What follows belongs to an exercise in optimizing a design on an open flow for small area, a short achievable clock period and few clock cycles per item; a production flow would make more cautious choices. The RTL was checked by simulation tests, not by an equivalence proof against the original design. No activity file was given, so power comes from the tool's default toggle rates.

==> inputs of run H <==
// vector_mul_simple
module vector_mul_simple (
    input  logic               clk_i,
    input  logic               rst_ni,
    input  logic               in_valid_i,
    input  logic signed [31:0] in_a_i,
    input  logic signed [31:0] in_b_i,
    output logic               out_valid_o,
    output logic signed [63:0] out_result_o
);
==> flow/config.mk <==
export PLATFORM = sky130hd
export DESIGN_NAME = vector_mul_simple
export DESIGN_NICKNAME = vector_mul_simple
export VERILOG_FILES = /design/flow/design.v
export SDC_FILE = /design/flow/constraint.sdc
export NUM_CORES = 4
export LEC_CHECK = 0
export CAP_MARGIN = 20
export CORE_MARGIN = 2
export CORE_UTILIZATION = 65
export CTS_BUF_LIST = sky130_fd_sc_hd__clkbuf_16 sky130_fd_sc_hd__clkbuf_8
export CTS_CLUSTER_DIAMETER = 80
export CTS_CLUSTER_SIZE = 30
export SLEW_MARGIN = 20
export SYNTH_HIERARCHICAL = 1
export SYNTH_MINIMUM_KEEP_SIZE = 0
==> flow/constraint.sdc <==
create_clock -name core_clock -period 8.0 [get_ports {clk_i}]
set_input_delay 1.6000 -clock core_clock [delete_from_list [all_inputs] [get_ports {clk_i}]]
set_output_delay 1.6000 -clock core_clock [all_outputs]
set_load 0.01 [all_outputs]
standard.sh (not shown) runs the stock make flow with config.mk's settings and CLKGATE_MAP_FILE= SYNTH_SCRIPT=/design/flow/synth_recipe.tcl, a recipe that flattens the netlist after the stock synthesis.
==> flow/flow/run.sh <==
#!/bin/bash
# Layout flow: the standard ORFS flow (standard.sh, unchanged synthesis), except that
#  - the buffers placed on the input and output ports are sky130_fd_sc_hd__buf_2 instead of the
#    resizer's default pick (clkdlybuf4s50_1, twice the area and slow),
#  - flow/downsize.tcl, run when the synthesized netlist is loaded into OpenROAD, starts the
#    a21oi cells that abc sized _2 at _1 (the resizer upsizes those that timing needs).
set -euo pipefail
export BUFFER_PORTS_ARGS="-buffer_cell sky130_fd_sc_hd__buf_2"
export SETUP_SLACK_MARGIN=5.3
export POST_SYNTH_TCL="$PWD/flow/downsize.tcl"
bash standard.sh > standard.log 2>&1
==> flow/flow/downsize.tcl <==
# Sourced by ORFS's synth_odb step (POST_SYNTH_TCL) with the synthesized netlist loaded:
# abc maps the prefix adder's AOI cells to a21oi_2; start them at a21oi_1 and let the
# resizer upsize the ones that timing needs.
set db [ord::get_db]
set small [$db findMaster sky130_fd_sc_hd__a21oi_1]
set n 0
foreach inst [[ord::get_db_block] getInsts] {
  if {[[$inst getMaster] getName] eq "sky130_fd_sc_hd__a21oi_2"} {
    $inst swapMaster $small
    incr n
  }
}
puts "downsize.tcl: a21oi_2 -> a21oi_1 on $n instances"
==> inputs of run Z, as changes to run H <==
==> flow/flow/run.sh (replaced) <==
#!/bin/bash
# Layout flow: the standard ORFS flow (standard.sh, unchanged synthesis), except that the
# buffers placed on the input and output ports are sky130_fd_sc_hd__buf_2 instead of the
# resizer's default pick (clkdlybuf4s50_1, which is twice the area and slow).
set -euo pipefail
export BUFFER_PORTS_ARGS="-buffer_cell sky130_fd_sc_hd__buf_2"
bash standard.sh > standard.log 2>&1
--- a/flow/config.mk
+++ b/flow/config.mk
@@ -8,8 +8,5 @@
 export CAP_MARGIN = 20
 export CORE_MARGIN = 2
-export CORE_UTILIZATION = 65
-export CTS_BUF_LIST = sky130_fd_sc_hd__clkbuf_16 sky130_fd_sc_hd__clkbuf_8
-export CTS_CLUSTER_DIAMETER = 80
-export CTS_CLUSTER_SIZE = 30
+export CORE_UTILIZATION = 55
 export SLEW_MARGIN = 20
 export SYNTH_HIERARCHICAL = 1
removed: flow/flow/downsize.tcl
==> inputs of run R, as changes to run H <==
==> flow/flow/run.sh (replaced) <==
#!/bin/bash
# Layout flow: the standard ORFS flow (standard.sh, unchanged synthesis), except that the
# buffers placed on the input and output ports are sky130_fd_sc_hd__buf_2 instead of the
# resizer's default pick (clkdlybuf4s50_1, which is twice the area and slow).
set -euo pipefail
export BUFFER_PORTS_ARGS="-buffer_cell sky130_fd_sc_hd__buf_2"
bash standard.sh > standard.log 2>&1
--- a/flow/config.mk
+++ b/flow/config.mk
@@ -8,8 +8,6 @@
 export CAP_MARGIN = 20
 export CORE_MARGIN = 2
-export CORE_UTILIZATION = 65
-export CTS_BUF_LIST = sky130_fd_sc_hd__clkbuf_16 sky130_fd_sc_hd__clkbuf_8
-export CTS_CLUSTER_DIAMETER = 80
-export CTS_CLUSTER_SIZE = 30
+export CORE_UTILIZATION = 55
+export SETUP_SLACK_MARGIN = 5
 export SLEW_MARGIN = 20
 export SYNTH_HIERARCHICAL = 1
removed: flow/flow/downsize.tcl
==> inputs of run A, as changes to run H <==
--- a/flow/config.mk
+++ b/flow/config.mk
@@ -8,5 +8,5 @@
 export CAP_MARGIN = 20
 export CORE_MARGIN = 2
-export CORE_UTILIZATION = 65
+export CORE_UTILIZATION = 55
 export CTS_BUF_LIST = sky130_fd_sc_hd__clkbuf_16 sky130_fd_sc_hd__clkbuf_8
 export CTS_CLUSTER_DIAMETER = 80
==> qor summary <==
quantity	run R	run Z	run H	run A
Run status	timing/DRC/antenna clean	timing/DRC/antenna clean	timing/DRC/antenna clean	timing/DRC/antenna clean
Path type of the worst setup path	flop to primary output	flop to flop	flop to primary output	flop to primary output
Routed length on met2	44.1 mm	44.0 mm	43.7 mm	44.7 mm
Dpl hpwl	76.2 mm	76.2 mm	74.5 mm	77.3 mm
Leakage dissipation	14.2 nW	14.2 nW	13.8 nW	13.8 nW
Post-Place Cell Area	35,200 um2	35,200 um2	34,600 um2	34,800 um2
Number of clock-tree buffers in the layout	89	89	32	37
Reg power frac	0.268	0.268	0.288	0.286
Number of buffers outside the clock class in the layout	188	188	192	181
Worst Path Required	6.40 ns	8.52 ns	6.40 ns	6.40 ns
Footprint of the multi-input gates	21,600 um2	21,600 um2	21,200 um2	21,200 um2
Sequential power	4.80 mW	4.80 mW	4.84 mW	4.85 mW
P_clk	2.93 mW	2.93 mW	1.94 mW	2.04 mW
Share of the final layout cell area in multi-input gates	0.577	0.577	0.587	0.587
Layer with the highest usage	met1	met1	met2	met2
Basic-gate share of the synthesized area counting and, or, nand and nor cells	0.0224	0.0224	-	-
Internal	9.97 mW	9.97 mW	9.04 mW	9.11 mW
Synth Cell Area	34,800 um2	34,800 um2	34,400 um2	34,400 um2
Pre-Repair DR Iteration Count	6	6	8	6
Synth Area in XOR/XNOR	0.145	0.145	-	-
CP Capture Type	primary output	flop	primary output	primary output
Testbench counts of run H, summed over its fixed seeds: cycles 16,024, items 16,000.
Testbench counts of run Z, summed over its fixed seeds: cycles 16,024, items 16,000.
Testbench counts of run R, summed over its fixed seeds: cycles 16,024, items 16,000.
Testbench counts of run A, summed over its fixed seeds: cycles 16,024, items 16,000.

-- port drivers added, routing unchanged --
The results above use ideal ports. As a check the final layouts listed here were re-extracted and re-timed, cells and wires unchanged. Step 1 assumes that a clkbuf_16 drives the clock port and a buf_2 every other input. Step 2 also shifts input and output timing later by t, the mid clock arrival at the registers, as if the neighbouring blocks saw the same clock. Three values: ideal ports, drivers, drivers and shift; two values: the first two.
run | shift t [ns] | setup slack, ns | worst setup path at the end | worst register clock-pin slew, ns | worst data-port slew with drivers (ns)
run H | 0.700 | 5.262 / 5.199 / 5.298 | register to register | 0.11 / 0.11 | 0.06
run Z | 0.699 | 5.088 / 5.088 / 5.088 | register to register | 0.06 / 0.06 | 0.05
run R | 0.697 | 5.200 / 5.135 / 5.242 | register to register | 0.06 / 0.06 | 0.05
run A | 0.647 | 5.322 / 5.260 / 5.334 | register to register | 0.11 / 0.11 | 0.07
After both steps setup and hold are still met in every run listed.
